Context: an optimization exercise on an open-source flow, tuned for small area. The choices shown serve that exercise and are no tape-out recipe. The RTL was checked by simulation tests, not by an equivalence proof against the original design. Power is estimated from default activity; no workload was simulated.

$ cat flow/run.sh
#!/bin/bash
# Own layout flow: the standard ORFS flow (standard.sh) with three changes to synthesis and
# placement, none to the registers (their names and cell types are the standard synthesis's):
#  - the technology-mapping ABC call uses an area-oriented script (flow/abc_area_own.script)
#    instead of ORFS's delay-oriented one;
#  - half and full adders are left to ABC as plain gates (ADDER_MAP_FILE empty) instead of being
#    mapped to adder cells before ABC;
#  - ports are buffered as in the standard flow, but with the smallest buffer (buf_1).
# ORFS writes each tool's log under orfs/logs/; make's own output goes to flow_make.log here.
set -euo pipefail
W=$(pwd)
{
  echo "proc abc {args} {"
  echo "  set i [lsearch -exact \$args -script]"
  echo "  if {\$i >= 0} { lset args [expr {\$i + 1}] $W/flow/abc_area_own.script }"
  echo "  yosys abc {*}\$args"
  echo "}"
  cat "$W/synth_recipe.tcl"
} > "$W/own_synth.tcl"
sed "s#SYNTH_SCRIPT=[^ ]*#SYNTH_SCRIPT=$W/own_synth.tcl ADDER_MAP_FILE=#" "$W/standard.sh" > "$W/own_standard.sh"
grep -q "SYNTH_SCRIPT=$W/own_synth.tcl" "$W/own_standard.sh"
export BUFFER_PORTS_ARGS="-buffer_cell sky130_fd_sc_hd__buf_1"
bash "$W/own_standard.sh" > "$W/flow_make.log" 2>&1
$ cat flow/abc_area_own.script
strash
dch -f
amap
topo
$ cat standard.sh
#!/bin/bash
# synth_recipe.tcl (not shown) runs the flow's synth.tcl, then flattens the netlist and writes it again
# the make line also repeats each setting of config.mk as NAME=value (left out here)
make -C /OpenROAD-flow-scripts/flow DESIGN_CONFIG=/design/flow/config.mk WORK_HOME=/design/flow/orfs CLKGATE_MAP_FILE= SYNTH_SCRIPT=/design/flow/synth_recipe.tcl "${@:-finish}"
$ cat config.mk
export PLATFORM = sky130hd
export DESIGN_NAME = vga_display
export DESIGN_NICKNAME = vga_display
export VERILOG_FILES = /design/flow/design.v
export SDC_FILE = /design/flow/constraint.sdc
export NUM_CORES = 4
export LEC_CHECK = 0
export CAP_MARGIN = 20
export CORE_MARGIN = 2
export CORE_UTILIZATION = 50
export CTS_BUF_LIST = sky130_fd_sc_hd__clkbuf_8
export PLACE_DENSITY = 0.6
export SLEW_MARGIN = 20
$ cat constraint.sdc
create_clock -name core_clock -period 10.0 [get_ports {clk}]
set_input_delay 2.0000 -clock core_clock [delete_from_list [all_inputs] [get_ports {clk}]]
set_output_delay 2.0000 -clock core_clock [all_outputs]
set_load 0.01 [all_outputs]
$ cat design.v
module vga_logic(
    input wire reset,
    input wire [1:0] count, input wire pixel_strobe,
    input wire [5:0] hq, input wire [4:0] hr, input wire [4:0] vq, input wire [4:0] vr,
    input wire cpu_isAttacking, input wire [3:0] p1_health_out, input wire [3:0] cpu_health_out, input wire [3:0] keyboard_input,
    output wire [1:0] count_n, output wire pixel_strobe_n,
    output wire [5:0] hq_n, output wire [4:0] hr_n, output wire [4:0] vq_n, output wire [4:0] vr_n,
    output wire hSync, output wire vSync, output wire [11:0] VGA
);
wire new_n78, new_n79, new_n80, new_n83, new_n84, new_n85, new_n86,
    new_n87, new_n88, new_n89, new_n90, new_n92, new_n93, new_n94, new_n96,
    new_n97, new_n98, new_n99, new_n101, new_n102, new_n103, new_n104,
    new_n105, new_n106, new_n107, new_n108, new_n109, new_n110, new_n111,
    new_n112, new_n113, new_n114, new_n115, new_n116, new_n117, new_n118,
    new_n119, new_n120, new_n121, new_n122, new_n123, new_n124, new_n125,
    new_n127, new_n128, new_n129, new_n131, new_n132, new_n133, new_n134,
    new_n136, new_n137, new_n138, new_n139, new_n140, new_n142, new_n143,
    new_n144, new_n146, new_n147, new_n148, new_n149, new_n151, new_n152,
    new_n153, new_n154, new_n156, new_n157, new_n159, new_n160, new_n161,
    new_n162, new_n163, new_n164, new_n165, new_n166, new_n168, new_n169,
    new_n170, new_n171, new_n172, new_n173, new_n174, new_n175, new_n176,
    new_n177, new_n178, new_n179, new_n180, new_n181, new_n182, new_n183,
    new_n185, new_n186, new_n187, new_n188, new_n190, new_n191, new_n192,
    new_n193, new_n195, new_n196, new_n197, new_n199, new_n200, new_n202,
    new_n203, new_n205, new_n206, new_n207, new_n208, new_n210, new_n211,
    new_n212, new_n214, new_n215, new_n216, new_n217, new_n219, new_n220,
    new_n221, new_n222, new_n223, new_n224, new_n225, new_n226, new_n228,
    new_n229, new_n230, new_n231, new_n232, new_n234, new_n235, new_n236,
    new_n237, new_n238, new_n239, new_n240, new_n241, new_n242, new_n243,
    new_n244, new_n245, new_n246, new_n247, new_n248, new_n249, new_n250,
    new_n251, new_n252, new_n253, new_n254, new_n255, new_n256, new_n257,
    new_n258, new_n259, new_n260, new_n261, new_n262, new_n263, new_n264,
    new_n265, new_n266, new_n267, new_n268, new_n269, new_n270, new_n271,
    new_n272, new_n273, new_n274, new_n275, new_n276, new_n277, new_n278,
    new_n279, new_n280, new_n281, new_n282, new_n283, new_n284, new_n285,
    new_n286, new_n287, new_n288, new_n289, new_n290, new_n291, new_n292,
    new_n293, new_n294, new_n295, new_n296, new_n297, new_n298, new_n299,
    new_n300, new_n301, new_n302, new_n303, new_n304, new_n305, new_n306,
    new_n307, new_n308, new_n309, new_n310, new_n311, new_n312, new_n313,
    new_n314, new_n315, new_n316, new_n317, new_n318, new_n319, new_n320,
    new_n321, new_n322, new_n323, new_n324, new_n325, new_n326, new_n327,
    new_n328, new_n329, new_n330, new_n331, new_n332, new_n333, new_n334,
    new_n335, new_n336, new_n337, new_n338, new_n339, new_n340, new_n341,
    new_n342, new_n343, new_n344, new_n345, new_n346, new_n347, new_n348,
    new_n349, new_n350, new_n351, new_n352, new_n353, new_n354, new_n355,
    new_n356, new_n357, new_n358, new_n359, new_n360, new_n361, new_n362,
    new_n363, new_n364, new_n365, new_n366, new_n367, new_n368, new_n369,
    new_n370, new_n371, new_n372, new_n373, new_n374, new_n375, new_n376,
    new_n377, new_n378, new_n379, new_n380, new_n381, new_n382, new_n383,
    new_n384, new_n385, new_n386, new_n387, new_n388, new_n389, new_n390,
    new_n391, new_n392, new_n393, new_n394, new_n395, new_n396, new_n397,
    new_n398, new_n399, new_n400, new_n401, new_n402, new_n403, new_n404,
    new_n405, new_n406, new_n407, new_n408, new_n409, new_n410, new_n411,
    new_n412, new_n413, new_n414, new_n415, new_n416, new_n417, new_n418,
    new_n419, new_n420, new_n421, new_n422, new_n423, new_n424, new_n425,
    new_n426, new_n427, new_n428, new_n429, new_n430, new_n431, new_n432,
    new_n433, new_n434, new_n435, new_n436, new_n437, new_n438, new_n439,
    new_n440, new_n441, new_n442, new_n443, new_n444, new_n445, new_n446,
    new_n447, new_n448, new_n449, new_n450, new_n451, new_n452, new_n453,
    new_n454, new_n455, new_n456, new_n457, new_n458, new_n459, new_n460,
    new_n461, new_n462, new_n463, new_n464, new_n465, new_n466, new_n467,
    new_n468, new_n469, new_n470, new_n471, new_n472, new_n473, new_n474,
    new_n475, new_n476, new_n477, new_n478, new_n479, new_n480, new_n481,
    new_n482, new_n483, new_n484, new_n485, new_n486, new_n487, new_n488,
    new_n489, new_n490, new_n491, new_n492, new_n493, new_n494, new_n495,
    new_n496, new_n497, new_n498, new_n499, new_n500, new_n501, new_n502,
    new_n503, new_n504, new_n505, new_n506, new_n507, new_n508, new_n509,
    new_n510, new_n511, new_n512, new_n513, new_n514, new_n515, new_n516,
    new_n517, new_n518, new_n519, new_n520, new_n521, new_n522, new_n523,
    new_n524, new_n525, new_n526, new_n527, new_n528, new_n529, new_n530,
    new_n531, new_n532, new_n533, new_n534, new_n535, new_n536, new_n537,
    new_n538, new_n539, new_n540, new_n541, new_n542, new_n543, new_n544,
    new_n545, new_n546, new_n547, new_n548, new_n549, new_n550, new_n551,
    new_n552, new_n553, new_n554, new_n555, new_n556, new_n557, new_n558,
    new_n559, new_n560, new_n561, new_n562, new_n563, new_n564, new_n565,
    new_n566, new_n567, new_n568, new_n569, new_n570, new_n571, new_n572,
    new_n573, new_n574, new_n575, new_n576, new_n577, new_n578, new_n579,
    new_n580, new_n581, new_n582, new_n583, new_n584, new_n585, new_n586,
    new_n587, new_n588, new_n589, new_n590, new_n591, new_n592, new_n593,
    new_n594, new_n595, new_n596, new_n597, new_n598, new_n599, new_n600,
    new_n601, new_n602, new_n603, new_n604, new_n605, new_n606, new_n607,
    new_n608, new_n609, new_n610, new_n611, new_n612, new_n613, new_n614,
    new_n615, new_n616, new_n617, new_n618, new_n619, new_n620, new_n621,
    new_n622, new_n623, new_n624, new_n625, new_n626, new_n627, new_n628,
    new_n629, new_n630, new_n631, new_n632, new_n633, new_n634, new_n635,
    new_n636, new_n637, new_n638, new_n639, new_n640, new_n641, new_n642,
    new_n643, new_n644, new_n645, new_n646, new_n647, new_n648, new_n649,
    new_n650, new_n651, new_n652, new_n653, new_n654, new_n655, new_n656,
    new_n657, new_n658, new_n659, new_n660, new_n661, new_n662, new_n663,
    new_n664, new_n665, new_n666, new_n667, new_n668, new_n671, new_n672,
    new_n673, new_n674, new_n675, new_n676, new_n677, new_n678, new_n679,
    new_n680, new_n681, new_n682, new_n683, new_n684, new_n685, new_n686,
    new_n687, new_n688, new_n689, new_n690, new_n691, new_n692, new_n694,
    new_n695, new_n696, new_n697, new_n698, new_n699, new_n700, new_n701,
    new_n703, new_n704, new_n706, new_n707, new_n708, new_n709, new_n710,
    new_n711, new_n712, new_n713, new_n714, new_n715, new_n716, new_n717,
    new_n718, new_n719, new_n720, new_n721, new_n722, new_n724, new_n725,
    new_n726, new_n727, new_n728, new_n729, new_n730, new_n731, new_n732,
    new_n733, new_n734, new_n735, new_n736, new_n737, new_n738, new_n741,
    new_n742, new_n743, new_n744, new_n746, new_n747, new_n748, new_n749,
    new_n750, new_n751, new_n752, new_n755, new_n756;
  assign count_n[0] = ~reset & ~count[0];
  assign new_n78 = count[0] & count[1];
  assign new_n79 = ~count[0] & ~count[1];
  assign new_n80 = ~reset & ~new_n79;
  assign count_n[1] = ~new_n78 & new_n80;
  assign pixel_strobe_n = reset | ~new_n78;
  assign new_n83 = hr[2] & ~hr[3];
  assign new_n84 = ~hr[0] & ~hr[1];
  assign new_n85 = ~pixel_strobe & new_n84;
  assign new_n86 = hr[4] & new_n85;
  assign new_n87 = new_n83 & new_n86;
  assign new_n88 = hq[0] & ~new_n87;
  assign new_n89 = ~hq[0] & new_n87;
  assign new_n90 = ~new_n88 & ~new_n89;
  assign hq_n[0] = ~reset & ~new_n90;
  assign new_n92 = hq[1] & new_n89;
  assign new_n93 = ~hq[1] & ~new_n89;
  assign new_n94 = ~new_n92 & ~new_n93;
  assign hq_n[1] = reset | new_n94;
  assign new_n96 = ~hq[2] & ~new_n92;
  assign new_n97 = hq[1] & hq[2];
  assign new_n98 = new_n89 & new_n97;
  assign new_n99 = ~new_n96 & ~new_n98;
  assign hq_n[2] = reset | new_n99;
  assign new_n101 = hr[1] & ~hr[4];
  assign new_n102 = ~hr[2] & hr[3];
  assign new_n103 = ~hr[4] & ~new_n102;
  assign new_n104 = hq[1] & ~hq[4];
  assign new_n105 = ~hq[0] & hq[2];
  assign new_n106 = new_n104 & new_n105;
  assign new_n107 = ~new_n103 & new_n106;
  assign new_n108 = ~new_n101 & new_n107;
  assign new_n109 = ~hq[5] & ~new_n108;
  assign new_n110 = hr[0] & hr[1];
  assign new_n111 = hr[3] & ~new_n110;
  assign new_n112 = hq[0] & new_n103;
  assign new_n113 = ~new_n111 & new_n112;
  assign new_n114 = ~hq[3] & ~hq[4];
  assign new_n115 = new_n97 & new_n114;
  assign new_n116 = ~new_n113 & new_n115;
  assign new_n117 = new_n109 & new_n116;
  assign new_n118 = hr[0] & new_n101;
  assign new_n119 = new_n107 & ~new_n118;
  assign new_n120 = new_n117 & new_n119;
  assign new_n121 = ~pixel_strobe & new_n120;
  assign new_n122 = ~reset & ~new_n121;
  assign new_n123 = hq[3] & ~new_n98;
  assign new_n124 = ~hq[3] & new_n98;
  assign new_n125 = ~new_n123 & ~new_n124;
  assign hq_n[3] = ~new_n122 | ~new_n125;
  assign new_n127 = hq[4] & ~new_n124;
  assign new_n128 = ~hq[4] & new_n124;
  assign new_n129 = ~new_n127 & ~new_n128;
  assign hq_n[4] = ~reset & ~new_n129;
  assign new_n131 = ~hq[5] & ~new_n128;
  assign new_n132 = hq[5] & new_n114;
  assign new_n133 = new_n98 & new_n132;
  assign new_n134 = ~new_n131 & ~new_n133;
  assign hq_n[5] = ~new_n122 | new_n134;
  assign new_n136 = ~hr[0] & ~new_n120;
  assign new_n137 = ~reset & ~new_n136;
  assign new_n138 = ~pixel_strobe & ~new_n137;
  assign new_n139 = ~reset & pixel_strobe;
  assign new_n140 = hr[0] & new_n139;
  assign hr_n[0] = new_n138 | new_n140;
  assign new_n142 = ~reset & ~hr[1];
  assign new_n143 = ~new_n138 & new_n142;
  assign new_n144 = new_n138 & ~new_n142;
  assign hr_n[1] = ~new_n143 & ~new_n144;
  assign new_n146 = ~hr[2] & new_n85;
  assign new_n147 = ~hr[3] & ~new_n146;
  assign new_n148 = hr[3] & new_n146;
  assign new_n149 = ~new_n147 & ~new_n148;
  assign hr_n[3] = reset | new_n149;
  assign new_n151 = new_n86 & ~hr_n[3];
  assign new_n152 = hr[2] & ~new_n85;
  assign new_n153 = ~new_n146 & ~new_n152;
  assign new_n154 = ~reset & ~new_n153;
  assign hr_n[2] = new_n151 | new_n154;
  assign new_n156 = ~hr[4] & ~new_n148;
  assign new_n157 = ~reset & ~new_n156;
  assign hr_n[4] = ~new_n151 & new_n157;
  assign new_n159 = vr[2] & ~vr[3];
  assign new_n160 = ~vr[4] & new_n159;
  assign new_n161 = vr[0] & new_n121;
  assign new_n162 = vr[1] & new_n161;
  assign new_n163 = new_n160 & new_n162;
  assign new_n164 = vq[0] & ~new_n163;
  assign new_n165 = ~vq[0] & new_n163;
  assign new_n166 = ~new_n164 & ~new_n165;
  assign vq_n[0] = ~reset & ~new_n166;
  assign new_n168 = vq[1] & ~new_n165;
  assign new_n169 = ~vq[0] & ~vq[1];
  assign new_n170 = ~vr[2] & vr[3];
  assign new_n171 = vr[4] & ~new_n170;
  assign new_n172 = new_n169 & ~new_n171;
  assign new_n173 = ~vq[2] & vq[3];
  assign new_n174 = ~vq[4] & new_n173;
  assign new_n175 = ~new_n172 & new_n174;
  assign new_n176 = vr[0] & vr[1];
  assign new_n177 = vr[3] & new_n169;
  assign new_n178 = new_n176 & new_n177;
  assign new_n179 = new_n175 & new_n178;
  assign new_n180 = ~reset & ~new_n179;
  assign new_n181 = ~new_n122 & ~new_n180;
  assign new_n182 = new_n163 & new_n169;
  assign new_n183 = ~new_n181 & ~new_n182;
  assign vq_n[1] = new_n168 | ~new_n183;
  assign new_n185 = ~vq[2] & ~new_n182;
  assign new_n186 = vq[2] & new_n169;
  assign new_n187 = new_n163 & new_n186;
  assign new_n188 = ~reset & ~new_n187;
  assign vq_n[2] = ~new_n185 & new_n188;
  assign new_n190 = vq[3] & ~new_n187;
  assign new_n191 = vq[2] & ~vq[3];
  assign new_n192 = new_n182 & new_n191;
  assign new_n193 = ~new_n190 & ~new_n192;
  assign vq_n[3] = ~new_n181 & ~new_n193;
  assign new_n195 = vq[4] & new_n192;
  assign new_n196 = ~vq[4] & ~new_n192;
  assign new_n197 = ~reset & ~new_n196;
  assign vq_n[4] = ~new_n195 & new_n197;
  assign new_n199 = ~vr[0] & ~new_n121;
  assign new_n200 = ~new_n161 & ~new_n199;
  assign vr_n[0] = ~new_n180 | new_n200;
  assign new_n202 = ~vr[1] & ~new_n161;
  assign new_n203 = ~new_n162 & ~new_n202;
  assign vr_n[1] = ~new_n180 | new_n203;
  assign new_n205 = ~vr[2] & new_n162;
  assign new_n206 = vr[2] & ~new_n162;
  assign new_n207 = ~new_n160 & ~new_n206;
  assign new_n208 = ~new_n205 & new_n207;
  assign vr_n[2] = ~reset & ~new_n208;
  assign new_n210 = ~vr[3] & ~new_n205;
  assign new_n211 = new_n162 & new_n170;
  assign new_n212 = ~new_n181 & ~new_n211;
  assign vr_n[3] = ~new_n210 & new_n212;
  assign new_n214 = vr[4] & ~new_n211;
  assign new_n215 = ~vr[4] & new_n211;
  assign new_n216 = ~reset & ~new_n163;
  assign new_n217 = ~new_n215 & new_n216;
  assign vr_n[4] = new_n214 | ~new_n217;
  assign new_n219 = ~hq[1] & ~hq[2];
  assign new_n220 = new_n113 & new_n219;
  assign new_n221 = ~hr[4] & new_n83;
  assign new_n222 = ~hr[3] & new_n118;
  assign new_n223 = ~new_n221 & ~new_n222;
  assign new_n224 = new_n105 & new_n223;
  assign new_n225 = ~new_n97 & new_n132;
  assign new_n226 = ~new_n224 & new_n225;
  assign hSync = new_n220 | ~new_n226;
  assign new_n228 = ~vq[0] & vq[1];
  assign new_n229 = ~vr[0] & ~vr[1];
  assign new_n230 = ~new_n176 & ~new_n229;
  assign new_n231 = new_n228 & new_n230;
  assign new_n232 = new_n160 & new_n174;
  assign vSync = ~new_n231 | ~new_n232;
  assign new_n234 = new_n159 & new_n229;
  assign new_n235 = ~vr[4] & ~new_n234;
  assign new_n236 = new_n186 & new_n235;
  assign new_n237 = vq[3] & ~new_n236;
  assign new_n238 = vq[4] & ~new_n237;
  assign new_n239 = new_n117 & new_n238;
  assign new_n240 = ~vq[3] & vq[4];
  assign new_n241 = new_n236 & new_n240;
  assign new_n242 = ~new_n175 & ~new_n241;
  assign new_n243 = hq[3] & new_n119;
  assign new_n244 = ~new_n109 & ~new_n132;
  assign new_n245 = ~new_n243 & new_n244;
  assign new_n246 = ~new_n242 & ~new_n245;
  assign new_n247 = vq[0] & ~new_n235;
  assign new_n248 = ~vr[3] & vr[4];
  assign new_n249 = ~vq[0] & ~new_n248;
  assign new_n250 = ~vq[1] & ~vq[2];
  assign new_n251 = ~new_n249 & new_n250;
  assign new_n252 = ~new_n247 & new_n251;
  assign new_n253 = ~vr[2] & new_n176;
  assign new_n254 = ~vr[3] & ~new_n253;
  assign new_n255 = vr[4] & ~new_n254;
  assign new_n256 = ~vr[1] & new_n160;
  assign new_n257 = ~new_n255 & ~new_n256;
  assign new_n258 = ~vq[0] & ~vq[2];
  assign new_n259 = vq[1] & ~new_n258;
  assign new_n260 = vq[1] & vq[2];
  assign new_n261 = ~new_n250 & ~new_n260;
  assign new_n262 = vq[0] & ~new_n261;
  assign new_n263 = new_n259 & ~new_n262;
  assign new_n264 = ~new_n257 & new_n263;
  assign new_n265 = ~new_n252 & ~new_n264;
  assign new_n266 = hq[3] & new_n219;
  assign new_n267 = hq[0] & hq[4];
  assign new_n268 = new_n266 & new_n267;
  assign new_n269 = ~hq[5] & ~new_n268;
  assign new_n270 = new_n240 & new_n269;
  assign new_n271 = ~new_n116 & new_n270;
  assign new_n272 = ~new_n265 & new_n271;
  assign new_n273 = ~new_n246 & ~new_n272;
  assign new_n274 = ~hq[5] & vq[4];
  assign new_n275 = ~cpu_health_out[0] & ~cpu_health_out[1];
  assign new_n276 = ~cpu_health_out[2] & ~cpu_health_out[3];
  assign new_n277 = new_n275 & new_n276;
  assign new_n278 = ~p1_health_out[0] & ~p1_health_out[1];
  assign new_n279 = ~p1_health_out[2] & ~p1_health_out[3];
  assign new_n280 = new_n278 & new_n279;
  assign new_n281 = new_n277 & ~new_n280;
  assign new_n282 = hr[2] & ~new_n84;
  assign new_n283 = new_n281 & ~new_n282;
  assign new_n284 = ~new_n223 & ~new_n283;
  assign new_n285 = hq[0] & new_n284;
  assign new_n286 = ~hq[4] & new_n266;
  assign new_n287 = new_n285 & ~new_n286;
  assign new_n288 = ~hq[3] & hq[4];
  assign new_n289 = new_n97 & new_n288;
  assign new_n290 = ~new_n285 & ~new_n289;
  assign new_n291 = new_n281 & ~new_n290;
  assign new_n292 = ~new_n287 & new_n291;
  assign new_n293 = new_n274 & new_n292;
  assign new_n294 = ~hq[0] & ~new_n221;
  assign new_n295 = vq[1] & ~vq[3];
  assign new_n296 = ~vq[2] & new_n295;
  assign new_n297 = vq[0] & new_n296;
  assign new_n298 = ~new_n294 & new_n297;
  assign new_n299 = ~new_n285 & new_n298;
  assign new_n300 = new_n293 & new_n299;
  assign new_n301 = new_n273 & ~new_n300;
  assign new_n302 = ~hq[4] & ~new_n285;
  assign new_n303 = ~hq[4] & ~new_n219;
  assign new_n304 = ~new_n302 & ~new_n303;
  assign new_n305 = hq[3] & ~new_n304;
  assign new_n306 = ~hq[3] & new_n304;
  assign new_n307 = ~new_n305 & ~new_n306;
  assign new_n308 = ~new_n104 & ~new_n302;
  assign new_n309 = hq[2] & ~new_n308;
  assign new_n310 = ~hq[2] & new_n308;
  assign new_n311 = ~new_n309 & ~new_n310;
  assign new_n312 = ~hq[1] & ~new_n302;
  assign new_n313 = new_n104 & ~new_n285;
  assign new_n314 = ~new_n312 & ~new_n313;
  assign new_n315 = ~hq[4] & ~new_n284;
  assign new_n316 = hq[0] & ~new_n315;
  assign new_n317 = ~hq[0] & new_n315;
  assign new_n318 = ~new_n316 & ~new_n317;
  assign new_n319 = new_n314 & new_n318;
  assign new_n320 = vq[0] & new_n319;
  assign new_n321 = new_n311 & ~new_n320;
  assign new_n322 = ~new_n250 & new_n321;
  assign new_n323 = vq[2] & new_n228;
  assign new_n324 = ~new_n322 & ~new_n323;
  assign new_n325 = ~vq[2] & new_n314;
  assign new_n326 = new_n259 & ~new_n325;
  assign new_n327 = new_n311 & new_n326;
  assign new_n328 = ~hq[4] & new_n281;
  assign new_n329 = ~vq[3] & new_n328;
  assign new_n330 = ~new_n327 & new_n329;
  assign new_n331 = ~new_n324 & new_n330;
  assign new_n332 = ~new_n311 & new_n314;
  assign new_n333 = vq[2] & vq[3];
  assign new_n334 = new_n169 & new_n333;
  assign new_n335 = new_n332 & ~new_n334;
  assign new_n336 = ~new_n311 & ~new_n314;
  assign new_n337 = ~new_n296 & new_n336;
  assign new_n338 = ~new_n335 & ~new_n337;
  assign new_n339 = vq[2] & ~new_n169;
  assign new_n340 = ~vq[3] & new_n339;
  assign new_n341 = ~new_n338 & ~new_n340;
  assign new_n342 = ~new_n277 & new_n280;
  assign new_n343 = hq[4] & new_n342;
  assign new_n344 = ~vq[0] & new_n318;
  assign new_n345 = vq[0] & vq[1];
  assign new_n346 = ~new_n314 & ~new_n345;
  assign new_n347 = ~new_n344 & new_n346;
  assign new_n348 = new_n333 & new_n347;
  assign new_n349 = new_n311 & ~new_n348;
  assign new_n350 = new_n343 & ~new_n349;
  assign new_n351 = ~new_n341 & new_n350;
  assign new_n352 = ~new_n331 & ~new_n351;
  assign new_n353 = ~new_n307 & ~new_n352;
  assign new_n354 = vq[3] & new_n250;
  assign new_n355 = vr[4] & new_n234;
  assign new_n356 = ~vq[0] & ~new_n355;
  assign new_n357 = new_n354 & ~new_n356;
  assign new_n358 = ~new_n344 & new_n357;
  assign new_n359 = keyboard_input[0] & keyboard_input[1];
  assign new_n360 = ~keyboard_input[0] & ~keyboard_input[1];
  assign new_n361 = ~keyboard_input[2] & ~keyboard_input[3];
  assign new_n362 = ~new_n360 & new_n361;
  assign new_n363 = ~new_n359 & new_n362;
  assign new_n364 = ~new_n281 & ~new_n363;
  assign new_n365 = hq[4] & ~new_n364;
  assign new_n366 = ~hq[4] & cpu_isAttacking;
  assign new_n367 = new_n364 & new_n366;
  assign new_n368 = ~new_n342 & ~new_n367;
  assign new_n369 = ~new_n365 & new_n368;
  assign new_n370 = vq[0] & ~new_n314;
  assign new_n371 = ~new_n318 & new_n370;
  assign new_n372 = ~vq[1] & new_n333;
  assign new_n373 = ~new_n319 & new_n372;
  assign new_n374 = ~new_n371 & new_n373;
  assign new_n375 = new_n311 & ~new_n374;
  assign new_n376 = ~new_n369 & ~new_n375;
  assign new_n377 = ~new_n297 & ~new_n354;
  assign new_n378 = ~new_n318 & ~new_n377;
  assign new_n379 = new_n335 & ~new_n378;
  assign new_n380 = new_n376 & ~new_n379;
  assign new_n381 = ~vq[2] & ~vq[3];
  assign new_n382 = ~vq[1] & new_n318;
  assign new_n383 = vq[1] & ~new_n318;
  assign new_n384 = ~new_n382 & ~new_n383;
  assign new_n385 = ~new_n345 & ~new_n384;
  assign new_n386 = new_n381 & new_n385;
  assign new_n387 = new_n339 & ~new_n345;
  assign new_n388 = new_n318 & new_n387;
  assign new_n389 = ~new_n386 & ~new_n388;
  assign new_n390 = new_n380 & new_n389;
  assign new_n391 = vq[0] & ~vq[1];
  assign new_n392 = ~new_n314 & ~new_n318;
  assign new_n393 = ~new_n169 & new_n381;
  assign new_n394 = ~new_n334 & ~new_n393;
  assign new_n395 = new_n392 & ~new_n394;
  assign new_n396 = new_n391 & new_n395;
  assign new_n397 = new_n384 & ~new_n391;
  assign new_n398 = new_n381 & ~new_n397;
  assign new_n399 = new_n314 & ~new_n378;
  assign new_n400 = ~new_n398 & new_n399;
  assign new_n401 = ~new_n311 & ~new_n400;
  assign new_n402 = ~new_n396 & ~new_n401;
  assign new_n403 = new_n369 & ~new_n402;
  assign new_n404 = ~new_n307 & ~new_n403;
  assign new_n405 = ~vq[3] & ~new_n260;
  assign new_n406 = ~new_n384 & new_n405;
  assign new_n407 = vq[1] & new_n344;
  assign new_n408 = new_n333 & new_n407;
  assign new_n409 = new_n191 & new_n344;
  assign new_n410 = ~new_n234 & new_n409;
  assign new_n411 = ~new_n408 & ~new_n410;
  assign new_n412 = ~new_n406 & new_n411;
  assign new_n413 = ~new_n404 & new_n412;
  assign new_n414 = ~new_n390 & ~new_n413;
  assign new_n415 = ~new_n358 & ~new_n414;
  assign new_n416 = ~new_n380 & new_n404;
  assign new_n417 = ~new_n336 & ~new_n416;
  assign new_n418 = ~new_n415 & ~new_n417;
  assign new_n419 = ~new_n328 & ~new_n343;
  assign new_n420 = ~vq[1] & ~new_n318;
  assign new_n421 = new_n311 & ~new_n420;
  assign new_n422 = new_n325 & ~new_n421;
  assign new_n423 = ~new_n262 & ~new_n407;
  assign new_n424 = ~new_n422 & new_n423;
  assign new_n425 = new_n311 & new_n314;
  assign new_n426 = vq[2] & ~new_n425;
  assign new_n427 = ~vq[0] & new_n420;
  assign new_n428 = new_n314 & ~new_n427;
  assign new_n429 = ~new_n311 & ~new_n428;
  assign new_n430 = ~vq[3] & new_n307;
  assign new_n431 = ~new_n429 & new_n430;
  assign new_n432 = ~new_n426 & new_n431;
  assign new_n433 = ~new_n424 & new_n432;
  assign new_n434 = ~new_n318 & new_n433;
  assign new_n435 = ~new_n419 & ~new_n434;
  assign new_n436 = ~new_n260 & new_n319;
  assign new_n437 = ~vq[1] & ~new_n314;
  assign new_n438 = ~vq[3] & ~new_n393;
  assign new_n439 = ~new_n437 & new_n438;
  assign new_n440 = new_n311 & ~new_n439;
  assign new_n441 = ~new_n436 & ~new_n440;
  assign new_n442 = vq[0] & vq[3];
  assign new_n443 = new_n383 & new_n442;
  assign new_n444 = ~vq[2] & new_n443;
  assign new_n445 = new_n425 & ~new_n444;
  assign new_n446 = ~vq[2] & ~new_n295;
  assign new_n447 = ~new_n443 & ~new_n446;
  assign new_n448 = ~new_n445 & ~new_n447;
  assign new_n449 = ~vq[3] & new_n382;
  assign new_n450 = new_n370 & new_n449;
  assign new_n451 = ~new_n448 & ~new_n450;
  assign new_n452 = ~new_n441 & new_n451;
  assign new_n453 = new_n307 & ~new_n452;
  assign new_n454 = ~new_n435 & ~new_n453;
  assign new_n455 = ~new_n418 & new_n454;
  assign new_n456 = ~new_n353 & ~new_n455;
  assign new_n457 = new_n343 & new_n433;
  assign new_n458 = new_n456 & ~new_n457;
  assign new_n459 = ~new_n314 & new_n357;
  assign new_n460 = ~new_n369 & new_n381;
  assign new_n461 = ~vq[2] & ~new_n460;
  assign new_n462 = new_n383 & new_n461;
  assign new_n463 = ~vq[0] & new_n333;
  assign new_n464 = new_n318 & new_n460;
  assign new_n465 = ~new_n463 & ~new_n464;
  assign new_n466 = ~new_n462 & new_n465;
  assign new_n467 = ~new_n459 & new_n466;
  assign new_n468 = new_n389 & new_n467;
  assign new_n469 = ~new_n416 & new_n468;
  assign new_n470 = new_n311 & new_n318;
  assign new_n471 = ~new_n307 & ~new_n470;
  assign new_n472 = ~new_n469 & new_n471;
  assign new_n473 = new_n311 & ~new_n376;
  assign new_n474 = vq[2] & new_n295;
  assign new_n475 = new_n319 & new_n474;
  assign new_n476 = new_n307 & ~new_n475;
  assign new_n477 = ~new_n473 & ~new_n476;
  assign new_n478 = ~new_n472 & new_n477;
  assign new_n479 = new_n307 & new_n311;
  assign new_n480 = vq[1] & new_n314;
  assign new_n481 = ~new_n385 & new_n480;
  assign new_n482 = ~new_n347 & ~new_n481;
  assign new_n483 = new_n311 & new_n393;
  assign new_n484 = ~new_n482 & new_n483;
  assign new_n485 = ~new_n333 & ~new_n354;
  assign new_n486 = new_n425 & ~new_n485;
  assign new_n487 = ~new_n169 & new_n325;
  assign new_n488 = ~new_n372 & ~new_n487;
  assign new_n489 = new_n470 & ~new_n488;
  assign new_n490 = ~new_n486 & ~new_n489;
  assign new_n491 = ~new_n484 & new_n490;
  assign new_n492 = new_n381 & new_n491;
  assign new_n493 = new_n191 & new_n383;
  assign new_n494 = new_n314 & ~new_n493;
  assign new_n495 = ~new_n228 & new_n333;
  assign new_n496 = new_n494 & ~new_n495;
  assign new_n497 = ~vq[3] & new_n169;
  assign new_n498 = ~new_n314 & ~new_n497;
  assign new_n499 = ~new_n408 & new_n498;
  assign new_n500 = ~new_n496 & ~new_n499;
  assign new_n501 = vq[2] & new_n392;
  assign new_n502 = ~new_n296 & ~new_n501;
  assign new_n503 = ~new_n383 & ~new_n502;
  assign new_n504 = ~new_n500 & ~new_n503;
  assign new_n505 = ~new_n492 & new_n504;
  assign new_n506 = new_n479 & ~new_n505;
  assign new_n507 = new_n419 & ~new_n506;
  assign new_n508 = ~new_n478 & new_n507;
  assign new_n509 = ~new_n250 & ~new_n407;
  assign new_n510 = ~vq[3] & ~new_n509;
  assign new_n511 = ~vq[0] & new_n319;
  assign new_n512 = ~new_n370 & ~new_n511;
  assign new_n513 = new_n460 & new_n512;
  assign new_n514 = new_n395 & new_n513;
  assign new_n515 = hq[4] & new_n391;
  assign new_n516 = ~vq[3] & ~new_n515;
  assign new_n517 = new_n314 & ~new_n516;
  assign new_n518 = new_n321 & ~new_n517;
  assign new_n519 = new_n345 & new_n369;
  assign new_n520 = ~new_n169 & ~new_n519;
  assign new_n521 = new_n332 & new_n520;
  assign new_n522 = ~new_n518 & ~new_n521;
  assign new_n523 = new_n394 & ~new_n513;
  assign new_n524 = ~new_n522 & ~new_n523;
  assign new_n525 = ~new_n514 & new_n524;
  assign new_n526 = ~new_n510 & new_n525;
  assign new_n527 = new_n258 & new_n369;
  assign new_n528 = new_n491 & new_n527;
  assign new_n529 = new_n307 & ~new_n528;
  assign new_n530 = new_n425 & new_n510;
  assign new_n531 = new_n529 & ~new_n530;
  assign new_n532 = ~new_n526 & new_n531;
  assign new_n533 = new_n295 & new_n501;
  assign new_n534 = ~vq[3] & new_n391;
  assign new_n535 = new_n319 & new_n534;
  assign new_n536 = ~new_n259 & new_n393;
  assign new_n537 = ~new_n535 & ~new_n536;
  assign new_n538 = ~new_n533 & new_n537;
  assign new_n539 = new_n349 & new_n538;
  assign new_n540 = new_n345 & ~new_n355;
  assign new_n541 = new_n340 & ~new_n540;
  assign new_n542 = ~new_n314 & new_n541;
  assign new_n543 = new_n539 & ~new_n542;
  assign new_n544 = ~new_n258 & ~new_n394;
  assign new_n545 = ~new_n311 & ~new_n544;
  assign new_n546 = ~vq[0] & new_n295;
  assign new_n547 = ~new_n494 & new_n546;
  assign new_n548 = new_n545 & ~new_n547;
  assign new_n549 = ~new_n543 & ~new_n548;
  assign new_n550 = ~vq[1] & new_n191;
  assign new_n551 = new_n320 & new_n550;
  assign new_n552 = ~new_n307 & ~new_n551;
  assign new_n553 = ~new_n549 & new_n552;
  assign new_n554 = ~new_n532 & ~new_n553;
  assign new_n555 = new_n328 & ~new_n554;
  assign new_n556 = new_n437 & new_n463;
  assign new_n557 = ~new_n381 & ~new_n556;
  assign new_n558 = ~new_n345 & ~new_n512;
  assign new_n559 = ~new_n383 & ~new_n481;
  assign new_n560 = ~new_n558 & new_n559;
  assign new_n561 = new_n307 & new_n560;
  assign new_n562 = new_n325 & new_n383;
  assign new_n563 = new_n228 & ~new_n307;
  assign new_n564 = ~new_n501 & ~new_n563;
  assign new_n565 = ~new_n562 & new_n564;
  assign new_n566 = ~new_n561 & new_n565;
  assign new_n567 = ~new_n557 & ~new_n566;
  assign new_n568 = new_n307 & ~new_n321;
  assign new_n569 = ~new_n169 & new_n560;
  assign new_n570 = ~new_n568 & ~new_n569;
  assign new_n571 = new_n191 & ~new_n561;
  assign new_n572 = ~new_n570 & new_n571;
  assign new_n573 = ~new_n567 & ~new_n572;
  assign new_n574 = new_n311 & ~new_n573;
  assign new_n575 = ~new_n307 & new_n474;
  assign new_n576 = ~new_n297 & ~new_n575;
  assign new_n577 = ~new_n311 & new_n512;
  assign new_n578 = ~new_n576 & new_n577;
  assign new_n579 = new_n343 & ~new_n578;
  assign new_n580 = ~new_n574 & new_n579;
  assign new_n581 = ~new_n555 & ~new_n580;
  assign new_n582 = ~new_n508 & new_n581;
  assign new_n583 = vq[1] & ~new_n392;
  assign new_n584 = new_n311 & ~new_n583;
  assign new_n585 = new_n513 & new_n584;
  assign new_n586 = new_n529 & ~new_n585;
  assign new_n587 = new_n318 & new_n391;
  assign new_n588 = ~new_n325 & new_n587;
  assign new_n589 = new_n311 & ~new_n339;
  assign new_n590 = ~new_n588 & new_n589;
  assign new_n591 = new_n369 & ~new_n480;
  assign new_n592 = ~new_n545 & new_n591;
  assign new_n593 = ~new_n590 & new_n592;
  assign new_n594 = ~new_n539 & new_n593;
  assign new_n595 = ~new_n307 & ~new_n594;
  assign new_n596 = ~new_n586 & ~new_n595;
  assign new_n597 = ~new_n419 & ~new_n596;
  assign new_n598 = new_n357 & ~new_n587;
  assign new_n599 = new_n369 & new_n409;
  assign new_n600 = ~new_n598 & ~new_n599;
  assign new_n601 = vq[1] & ~new_n234;
  assign new_n602 = ~new_n307 & ~new_n601;
  assign new_n603 = new_n336 & new_n602;
  assign new_n604 = ~new_n600 & new_n603;
  assign new_n605 = new_n475 & new_n479;
  assign new_n606 = new_n419 & ~new_n605;
  assign new_n607 = ~new_n604 & new_n606;
  assign new_n608 = ~new_n597 & ~new_n607;
  assign new_n609 = new_n582 & ~new_n608;
  assign new_n610 = new_n307 & ~new_n493;
  assign new_n611 = ~new_n510 & new_n610;
  assign new_n612 = new_n332 & ~new_n611;
  assign new_n613 = new_n491 & ~new_n612;
  assign new_n614 = ~new_n416 & ~new_n613;
  assign new_n615 = vq[0] & ~new_n318;
  assign new_n616 = ~new_n344 & ~new_n615;
  assign new_n617 = new_n357 & ~new_n616;
  assign new_n618 = ~new_n307 & ~new_n550;
  assign new_n619 = ~new_n617 & new_n618;
  assign new_n620 = ~new_n414 & new_n619;
  assign new_n621 = ~new_n614 & ~new_n620;
  assign new_n622 = new_n419 & ~new_n621;
  assign new_n623 = ~vq[1] & ~new_n615;
  assign new_n624 = ~new_n392 & ~new_n623;
  assign new_n625 = new_n191 & ~new_n624;
  assign new_n626 = new_n296 & ~new_n370;
  assign new_n627 = ~new_n320 & new_n626;
  assign new_n628 = ~new_n625 & ~new_n627;
  assign new_n629 = ~new_n369 & ~new_n628;
  assign new_n630 = new_n369 & ~new_n538;
  assign new_n631 = new_n349 & ~new_n630;
  assign new_n632 = ~new_n629 & new_n631;
  assign new_n633 = ~vq[3] & new_n259;
  assign new_n634 = ~new_n369 & new_n633;
  assign new_n635 = ~new_n512 & new_n634;
  assign new_n636 = new_n369 & new_n534;
  assign new_n637 = ~new_n297 & ~new_n636;
  assign new_n638 = ~new_n551 & new_n637;
  assign new_n639 = ~new_n338 & new_n638;
  assign new_n640 = ~new_n635 & new_n639;
  assign new_n641 = ~new_n632 & ~new_n640;
  assign new_n642 = ~new_n307 & ~new_n641;
  assign new_n643 = new_n307 & ~new_n525;
  assign new_n644 = ~new_n419 & ~new_n643;
  assign new_n645 = ~new_n642 & new_n644;
  assign new_n646 = ~new_n622 & ~new_n645;
  assign new_n647 = ~new_n609 & new_n646;
  assign new_n648 = new_n458 & ~new_n647;
  assign new_n649 = ~new_n582 & new_n608;
  assign new_n650 = new_n646 & new_n649;
  assign new_n651 = ~new_n648 & ~new_n650;
  assign new_n652 = ~hq[4] & new_n274;
  assign new_n653 = ~new_n651 & new_n652;
  assign new_n654 = hq[4] & new_n274;
  assign new_n655 = new_n608 & ~new_n646;
  assign new_n656 = ~new_n608 & new_n646;
  assign new_n657 = new_n582 & ~new_n656;
  assign new_n658 = ~new_n655 & ~new_n657;
  assign new_n659 = new_n458 & new_n658;
  assign new_n660 = new_n654 & ~new_n659;
  assign new_n661 = ~new_n653 & ~new_n660;
  assign new_n662 = ~hq[4] & ~new_n456;
  assign new_n663 = ~new_n609 & ~new_n649;
  assign new_n664 = ~new_n656 & ~new_n663;
  assign new_n665 = ~new_n458 & new_n608;
  assign new_n666 = ~new_n664 & ~new_n665;
  assign new_n667 = ~new_n662 & ~new_n666;
  assign new_n668 = ~new_n661 & new_n667;
  assign VGA[6] = ~new_n301 | new_n668;
  assign VGA[0] = new_n239 | VGA[6];
  assign new_n671 = new_n653 & new_n658;
  assign new_n672 = ~new_n458 & ~new_n609;
  assign new_n673 = new_n646 & ~new_n672;
  assign new_n674 = new_n671 & ~new_n673;
  assign new_n675 = new_n582 & ~new_n646;
  assign new_n676 = new_n654 & ~new_n675;
  assign new_n677 = ~new_n656 & new_n676;
  assign new_n678 = ~new_n609 & ~new_n677;
  assign new_n679 = new_n660 & new_n678;
  assign new_n680 = new_n286 & new_n342;
  assign new_n681 = ~new_n292 & ~new_n680;
  assign new_n682 = hq[0] & vq[0];
  assign new_n683 = new_n274 & new_n295;
  assign new_n684 = ~new_n682 & new_n683;
  assign new_n685 = new_n680 & new_n684;
  assign new_n686 = new_n274 & ~new_n345;
  assign new_n687 = new_n340 & new_n686;
  assign new_n688 = ~new_n685 & new_n687;
  assign new_n689 = ~new_n681 & new_n688;
  assign new_n690 = new_n273 & ~new_n689;
  assign new_n691 = ~new_n239 & new_n690;
  assign new_n692 = ~new_n679 & new_n691;
  assign VGA[1] = new_n674 | ~new_n692;
  assign new_n694 = new_n664 & ~new_n674;
  assign new_n695 = ~new_n661 & ~new_n694;
  assign new_n696 = ~new_n458 & ~new_n646;
  assign new_n697 = ~new_n582 & ~new_n696;
  assign new_n698 = new_n695 & ~new_n697;
  assign new_n699 = new_n293 & new_n536;
  assign new_n700 = ~new_n685 & ~new_n699;
  assign new_n701 = ~VGA[0] & new_n700;
  assign VGA[2] = new_n698 | ~new_n701;
  assign new_n703 = new_n301 & new_n700;
  assign new_n704 = new_n691 & new_n703;
  assign VGA[3] = ~new_n661 | ~new_n704;
  assign new_n706 = new_n672 & new_n695;
  assign new_n707 = new_n608 & ~new_n697;
  assign new_n708 = new_n652 & ~new_n707;
  assign new_n709 = new_n456 & ~new_n655;
  assign new_n710 = new_n708 & ~new_n709;
  assign new_n711 = ~new_n671 & ~new_n710;
  assign new_n712 = ~new_n646 & ~new_n711;
  assign new_n713 = hq[4] & new_n649;
  assign new_n714 = ~new_n655 & ~new_n713;
  assign new_n715 = new_n274 & new_n458;
  assign new_n716 = ~new_n714 & new_n715;
  assign new_n717 = new_n690 & new_n700;
  assign new_n718 = ~new_n258 & new_n685;
  assign new_n719 = new_n273 & new_n718;
  assign new_n720 = ~new_n717 & ~new_n719;
  assign new_n721 = ~new_n716 & ~new_n720;
  assign new_n722 = ~new_n712 & new_n721;
  assign VGA[4] = new_n706 | ~new_n722;
  assign new_n724 = ~new_n695 & ~new_n712;
  assign new_n725 = new_n609 & ~new_n724;
  assign new_n726 = new_n169 & new_n608;
  assign new_n727 = ~new_n662 & ~new_n726;
  assign new_n728 = ~new_n697 & new_n727;
  assign new_n729 = new_n677 & ~new_n728;
  assign new_n730 = new_n274 & ~new_n727;
  assign new_n731 = new_n697 & new_n730;
  assign new_n732 = ~new_n729 & ~new_n731;
  assign new_n733 = ~new_n725 & new_n732;
  assign new_n734 = ~new_n654 & ~new_n708;
  assign new_n735 = ~new_n653 & new_n734;
  assign new_n736 = ~new_n608 & new_n697;
  assign new_n737 = ~new_n735 & ~new_n736;
  assign new_n738 = new_n703 & ~new_n737;
  assign VGA[5] = ~new_n733 | ~new_n738;
  assign VGA[7] = new_n695 | ~new_n717;
  assign new_n741 = new_n238 & ~new_n269;
  assign new_n742 = ~new_n245 & new_n741;
  assign new_n743 = new_n273 & ~new_n742;
  assign new_n744 = ~new_n718 & new_n743;
  assign VGA[8] = ~new_n733 | ~new_n744;
  assign new_n746 = ~new_n646 & new_n672;
  assign new_n747 = new_n727 & new_n746;
  assign new_n748 = ~new_n673 & ~new_n747;
  assign new_n749 = ~new_n649 & ~new_n748;
  assign new_n750 = ~new_n734 & ~new_n749;
  assign new_n751 = ~new_n689 & ~new_n742;
  assign new_n752 = new_n301 & new_n751;
  assign VGA[9] = new_n750 | ~new_n752;
  assign VGA[10] = ~new_n738 | new_n742;
  assign new_n755 = ~new_n651 & new_n676;
  assign new_n756 = new_n743 & ~new_n755;
  assign VGA[11] = new_n710 | ~new_n756;
endmodule
module vga_display(
    input wire clk, reset,
    input cpu_isAttacking,
    input wire [3:0] p1_health_out, cpu_health_out,
    input wire [3:0] keyboard_input,
    output wire hSync, vSync,
    output wire [11:0] VGA
    );
    reg [1:0] count;
    reg pixel_strobe;
    reg [5:0] hq;
    reg [4:0] hr, vq, vr;
    wire [1:0] count_n;
    wire pixel_strobe_n;
    wire [5:0] hq_n;
    wire [4:0] hr_n, vq_n, vr_n;
    always @(posedge clk) begin
        count <= count_n;
        pixel_strobe <= pixel_strobe_n;
        hq <= hq_n;
        hr <= hr_n;
        vq <= vq_n;
        vr <= vr_n;
    end
    vga_logic logic_i (.reset(reset), .count(count), .pixel_strobe(pixel_strobe),
        .hq(hq), .hr(hr), .vq(vq), .vr(vr),
        .cpu_isAttacking(cpu_isAttacking), .p1_health_out(p1_health_out), .cpu_health_out(cpu_health_out),
        .keyboard_input(keyboard_input),
        .count_n(count_n), .pixel_strobe_n(pixel_strobe_n), .hq_n(hq_n), .hr_n(hr_n), .vq_n(vq_n), .vr_n(vr_n),
        .hSync(hSync), .vSync(vSync), .VGA(VGA));
endmodule
==> results of run 1 <==
==> through the flow <==
stage                     utilization  worst slack (ns)  std cells  power (mW)  cell area (um^2)
after CTS                      0.5901            0.4640        591      0.1984              3072
after detailed placement       0.5764            0.4887        587      0.1160              3000
final                          0.5933            0.4967        591      0.1984              3088
after global placement         0.5764            0.5030        587      0.1160              3000
after floorplan                     -            0.8700        481      0.1097              2748
after global routing           0.5933         0.0005675        591      0.2045              3088
==> cells in the mapped netlist (all sizes together), types with 2 or more instances <==
library cell / n
a22oi: 5
o311ai: 4
nand3: 12
o21bai: 2
or4: 2
o2111a: 2
nor3b: 2
o31ai: 2
a211oi: 5
o22a: 2
o2111ai: 2
nand2: 44
nand2b: 2
a31oi: 12
a31o: 3
o21ai: 53
a21oi: 28
clkinv: 59
o21a: 5
a41oi: 2
a211o: 2
dfxtp: 24
o221ai: 4
or3: 6
a221oi: 3
nor3: 19
or2: 7
nor4: 8
nor2: 134
o32ai: 2
o22ai: 7
o211ai: 3
==> power breakdown <==
group | internal (mW) | total, mW | switching, mW
sequential | 0.0967 | 0.0980 | 0.00131
clock | 0.0535 | 0.0834 | 0.0300
combinational | 0.00570 | 0.0169 | 0.0112
==> layout make-up <==
type | instances | area [um^2]
flip-flops and latches | 24 | 480.5
repair buffers | 36 | 165.2
clock buffers | 3 | 41.29
inverters | 59 | 221.5
well taps | 70 | 87.58
fillers | 514 | 2117
multi-input cells | 398 | 2062
clock inverters | 1 | 30.03
==> logic make-up after synthesis <==
logic type | synth area share
buffers and inverters | 0.08060
AOI/OAI and AO/OA | 0.3679
DFF | 0.1749
and+or+nand+nor | 0.3734
xor gates and xnor gates | 0.003188
==> how the worst min path moves through the flow <==
stage / depth (start not counted) / slack [ns] / from / end
after floorplan: 1 / 0.38 / count[1]$_DFF_P_ / pixel_strobe$_DFF_P_
after global placement: 1 / 0.39 / count[1]$_DFF_P_ / pixel_strobe$_DFF_P_
after detailed placement: 1 / 0.39 / count[1]$_DFF_P_ / pixel_strobe$_DFF_P_
after CTS: 1 / 0.41 / count[1]$_DFF_P_ / pixel_strobe$_DFF_P_
after global routing: 1 / 0.42 / count[1]$_DFF_P_ / pixel_strobe$_DFF_P_
final: 1 / 0.42 / count[1]$_DFF_P_ / pixel_strobe$_DFF_P_
==> state kept, by name (all words and copies together) (netlist names) <==
register / count
hq: 6
hr: 5
vq: 5
vr: 5
count: 2
pixel_strobe: 1
==> worst max-delay path, delay by kind of cell <==
family / cells / cell delay (ns)
AOI/OAI and AO/OA: 14 / 1.92
buffers and inverters: 9 / 1.18
and+or+nand+nor: 15 / 2.41
==> layer usage <==
layer  share of wire  global-route usage  up-vias
met2            0.46              0.5500      296
li1                -                   -     1813
met1            0.39              0.4179     1677
met5               0                   0        -
met3            0.11             0.05862       53
met4           0.038              0.1544        0
==> timing repair <==
item,CTS,global route
buffers inserted,0,0
setup endpoints to repair,0,5
gates resized for setup,0,8
endpoints found under the hold margin,0,0
==> impl_metrics.json, run 1 <==
{
  "outcome": "complete, no violations",
  "synth_area_leaders": "nor2_1 (18%), dfxtp_1 (17%), o21ai_0 (9.7%)",
  "final-hold-violation-count": 0,
  "ys_warn_count": 1,
  "cp-end-kind": "output pin",
  "netlist_instances": 481,
  "start_util": 0.5279,
  "drv_slew": 0,
  "clkTransAtPathRegs_ns": 0.08,
  "dpl.hpwl_mm": 7.984,
  "synth_edf_count": 0,
  "slowest_stage": "or4_1",
  "postSynthNetCount": 496,
  "tightest_slew_ns": 1.065,
  "synth_area_mm2": 0.002748,
  "rsz0062_at_grt": "no",
  "grtUsageTotal": 0.3318,
  "core_area_mm2": 0.005205,
  "drive_above_1_share": 0.03071,
  "synthToLayoutAreaGrowth_pct": 12.39,
  "via_count": 3839,
  "htree_levels": 1,
  "final_common_cell": "nor2_1",
  "fin_tns_setup_ns": 0,
  "r2r_slack_ns": 6.79,
  "cp-startpoint": "p1_health_out[0]",
  "max_slew_margin": 0.2832,
  "die-area_mm2": 0.006104,
  "r2r-start": "hq[4]$_DFF_P_",
  "most-common-layout-cells": "nor2_1 (132), clkinv_1 (58), o21ai_0 (49), nand2_1 (44)",
  "die_h_um": 78.13,
  "ir_drop_v": 0.0001068,
  "slowest_delay_ns": 0.53,
  "fp.dieW_um": 78.13,
  "synthArstFlopShare": 0,
  "cp-endpoint": "VGA[8]",
  "fin_crit_sh": 0.9503,
  "ys_types": 46,
  "cp_max_fo": 5,
  "clock_latency_ns": 0.26,
  "p_leak_nw": 1.076,
  "grt_pass1_wl_mm": 16.62,
  "wl_per_cell_um": 17.67,
  "overflow": 0,
  "fin_crit_ns": 9.503,
  "fin_hold_ws_ns": 0.4166,
  "antenna_found_initial": 0,
  "dr.pass1.iters": 6,
  "cts_tree": "done",
  "hp-class": "reg -> reg",
  "grt_pass1_vias": 3623,
  "powerDensity_mw_per_mm2": 64.24,
  "clkSinkCount": 24,
  "pin_count": 29,
  "synth_area_leader_cell": "nor2_1",
  "yosys_most_used_dff": "dfxtp_1",
  "final_antenna_net_count": 0,
  "yosysTopAreaCellShare": 0.1831,
  "cts_buffers": 3,
  "reg2reg_to": "vq[4]$_DFF_P_",
  "crit_required_ns": 8.00,
  "ys_seq_area_frac": 0.1749,
  "antenna_cells": 0,
  "via_per_inst": 6.496,
  "grt_max_degree": 15,
  "worst-r2r-cell-count": 16,
  "arrival_ns": 7.50,
  "setup_violations": 0,
  "cts_hold_buf": 0,
  "cts_buffer_depth": 2,
  "synth.avg_cell_area_um2": 5.712,
  "cp-start-kind": "primary input",
  "drc": 0,
  "port_buffers": 28,
  "drt_iter0_markers": 581,
  "gp_congestion": 1.029,
  "critical_path_class": "in -> out",
  "drt-total-wl_mm": 10.45,
  "clock_skew_ns": 0.002275,
  "fmax_mhz": 105.2,
  "placementRows": 26,
  "maxCapViolCount": 0,
  "nets": 537,
  "clockRootBuffer": "clkbuf_8",
  "synth_seq_cells": 24
}
==> inputs of run 2 (changes only) <==
--- a/config.mk
+++ b/config.mk
@@ -5,9 +5,9 @@
 export SDC_FILE = /design/flow/constraint.sdc
 export NUM_CORES = 4
 export LEC_CHECK = 0
-export CAP_MARGIN = 20
+export CAP_MARGIN = 5
 export CORE_MARGIN = 2
 export CORE_UTILIZATION = 50
 export CTS_BUF_LIST = sky130_fd_sc_hd__clkbuf_8
 export PLACE_DENSITY = 0.6
-export SLEW_MARGIN = 20
+export SLEW_MARGIN = 5
==> impl_metrics.json, run 2 <==
{
  "grtUsageTotal": 0.3318,
  "drive_above_1_share": 0.03071,
  "wl_per_cell_um": 17.67,
  "cts_hold_buf": 0,
  "drt-total-wl_mm": 10.45,
  "regMostFlops": "hq",
  "antenna_cells": 0,
  "postSynthNetCount": 496,
  "critical_path_class": "in -> out",
  "clock_skew_ns": 0.002275,
  "synthTopCellsByCount": "nor2_1 (134), clkinv_1 (59), o21ai_0 (53)",
  "synth_area_mm2": 0.002748,
  "powerDensity_mw_per_mm2": 64.24,
  "final_common_cell": "nor2_1",
  "htree_levels": 1,
  "crit_required_ns": 8.00,
  "via_per_inst": 6.496,
  "antenna_found_initial": 0,
  "setup_slack_ns": 0.4967,
  "start_util": 0.5279,
  "dpl.hpwl_mm": 7.984,
  "nets": 537,
  "grt_max_degree": 15,
  "port_buffers": 28,
  "slowest_delay_ns": 0.53,
  "yosys_most_used_dff": "dfxtp_1",
  "clkTransAtPathRegs_ns": 0.08,
  "ir_drop_v": 0.0001068,
  "cts_buffers": 3,
  "yosysTopAreaCellShare": 0.1831,
  "yosysMostFrequentCell": "nor2_1",
  "ys_seq_area_frac": 0.1749,
  "cts_buffer_depth": 2,
  "ys_types": 46,
  "setup_violations": 0,
  "synthToLayoutAreaGrowth_pct": 12.39,
  "die-area_mm2": 0.006104,
  "largest_reg_flops": 6,
  "synth.avg_cell_area_um2": 5.712,
  "slowest_stage": "or4_1",
  "tightest_slew_ns": 1.065,
  "outcome": "complete, no violations",
  "overflow": 0,
  "synth_area_leaders": "nor2_1 (18%), dfxtp_1 (17%), o21ai_0 (9.7%)",
  "grt_pass1_vias": 3623,
  "netlist_instances": 481,
  "via_count": 3839,
  "dp.cells": 587,
  "rsz0062_at_grt": "no",
  "fin_tns_setup_ns": 0,
  "maxCapViolCount": 0,
  "placementRows": 26,
  "clkSinkCount": 24,
  "final_antenna_net_count": 0,
  "clock_latency_ns": 0.26,
  "synth_area_leader_cell": "nor2_1",
  "dr.pass1.iters": 6,
  "cts_tree": "done",
  "place_area_mm2": 0.003000,
  "drv_slew": 0,
  "clockRootBuffer": "clkbuf_8",
  "cp_max_fo": 5,
  "final_core_util": 0.5933,
  "hp-class": "reg -> reg",
  "power_mw": 0.1984,
  "cp-start-kind": "primary input",
  "design_area_mm2": 0.003088,
  "synthArstFlopShare": 0,
  "dpl_worst_slack_ns": 0.4887,
  "fp.dieW_um": 78.13,
  "synth_seq_cells": 24,
  "die_h_um": 78.13,
  "drc": 0,
  "p_leak_nw": 1.076,
  "grt_pass1_wl_mm": 16.62,
  "synth_edf_count": 0,
  "fin_hold_ws_ns": 0.4166,
  "fin_crit_ns": 9.503,
  "max_slew_margin": 0.2832,
  "r2r_slack_ns": 6.79,
  "ys_warn_count": 1,
  "final-hold-violation-count": 0,
  "arrival_ns": 7.50,
  "pin_count": 29,
  "drt_iter0_markers": 581,
  "instances_no_fill": 591,
  "gp_congestion": 1.029,
  "fmax_mhz": 105.2,
  "core_area_mm2": 0.005205,
  "cp-end-kind": "output pin",
  "most-common-layout-cells": "nor2_1 (132), clkinv_1 (58), o21ai_0 (49), nand2_1 (44)",
  "fin_crit_sh": 0.9503
}
run 2: logic make-up after synthesis:
logic type             Yosys count  synth area share
AND/OR/NAND/NOR                240            0.3734
buffers and inverters           59           0.08060
AO/OA/AOI/OAI                  157            0.3679
flip-flops                      24            0.1749
XOR/XNOR                         1          0.003188
run 2: critical path, delay by kind of cell:
family / cells / cell delay [ns]
AND/OR/NAND/NOR: 15 / 2.41
AO/OA/AOI/OAI: 14 / 1.92
buffers and inverters: 9 / 1.18
run 2: layout make-up:
class / instances / area [um^2]
clock buffers: 3 / 41.29
well taps: 70 / 87.58
flip-flops and latches: 24 / 480.5
multi-input cells: 398 / 2062
repair buffers: 36 / 165.2
clock inverters: 1 / 30.03
inverters: 59 / 221.5
fillers: 514 / 2117
run 2: metal layers:
| metal | part of all wire | wire length, um | GRT usage | vias to the layer above |
|---|---|---|---|---|
| li1 | - | - | - | 1813 |
| met1 | 0.39 | 4049 | 0.4179 | 1677 |
| met2 | 0.46 | 4842 | 0.5500 | 296 |
| met3 | 0.11 | 1156 | 0.05862 | 53 |
| met4 | 0.038 | 397 | 0.1544 | 0 |
| met5 | 0 | 0 | 0 | - |
run 2: final timing paths:
kind | from | endpoint | cells past startpoint
worst max-delay path | p1_health_out[0] | VGA[8] | 38
worst max register to register | hq[4]$_DFF_P_ | vq[4]$_DFF_P_ | 16
worst min-delay path | count[1]$_DFF_P_ | pixel_strobe$_DFF_P_ | 1
worst min register to register | count[1]$_DFF_P_ | pixel_strobe$_DFF_P_ | 1
run 2: repair_timing:
action / 4_1_cts / 5_1_grt
buffers inserted: 0 / 0
resized for setup: 0 / 8
setup endpoints to repair: 0 / 5
run 2: power breakdown:
part	internal [mW]	switching, mW	total, mW	leakage [nW]
Sequential	0.0967	0.00131	0.0980	0.195
Clock	0.0535	0.0300	0.0834	0.0357
Combinational	0.00570	0.0112	0.0169	0.846

-- port drivers added, routing unchanged --
The results above use ideal ports. As a check the final layouts listed here were re-extracted and re-timed, cells and wires unchanged. Step 1 sets driving cells, clkbuf_16 on the clock port and buf_2 on the other inputs (assumed; they add their load-dependent delay and slew). Step 2 moves the port delays by t, midway between the first and last clock arrival at a register: inputs arrive t later, outputs are due t later. That takes back most of the time a late clock gives input paths. Slacks: no drivers / after step 1 / after step 2; pairs: no drivers / after step 1.
run | shift t [ns] | setup WS [ns] | slew at the worst register clock pin (ns) | cell pins on the clock port's net
run 1 | 0.284 | 0.497 / 0.476 / 0.476 | 0.08 / 0.08 | 1
run 2 | 0.284 | 0.497 / 0.476 / 0.476 | 0.08 / 0.08 | 1
After both steps every run listed still meets setup and hold.
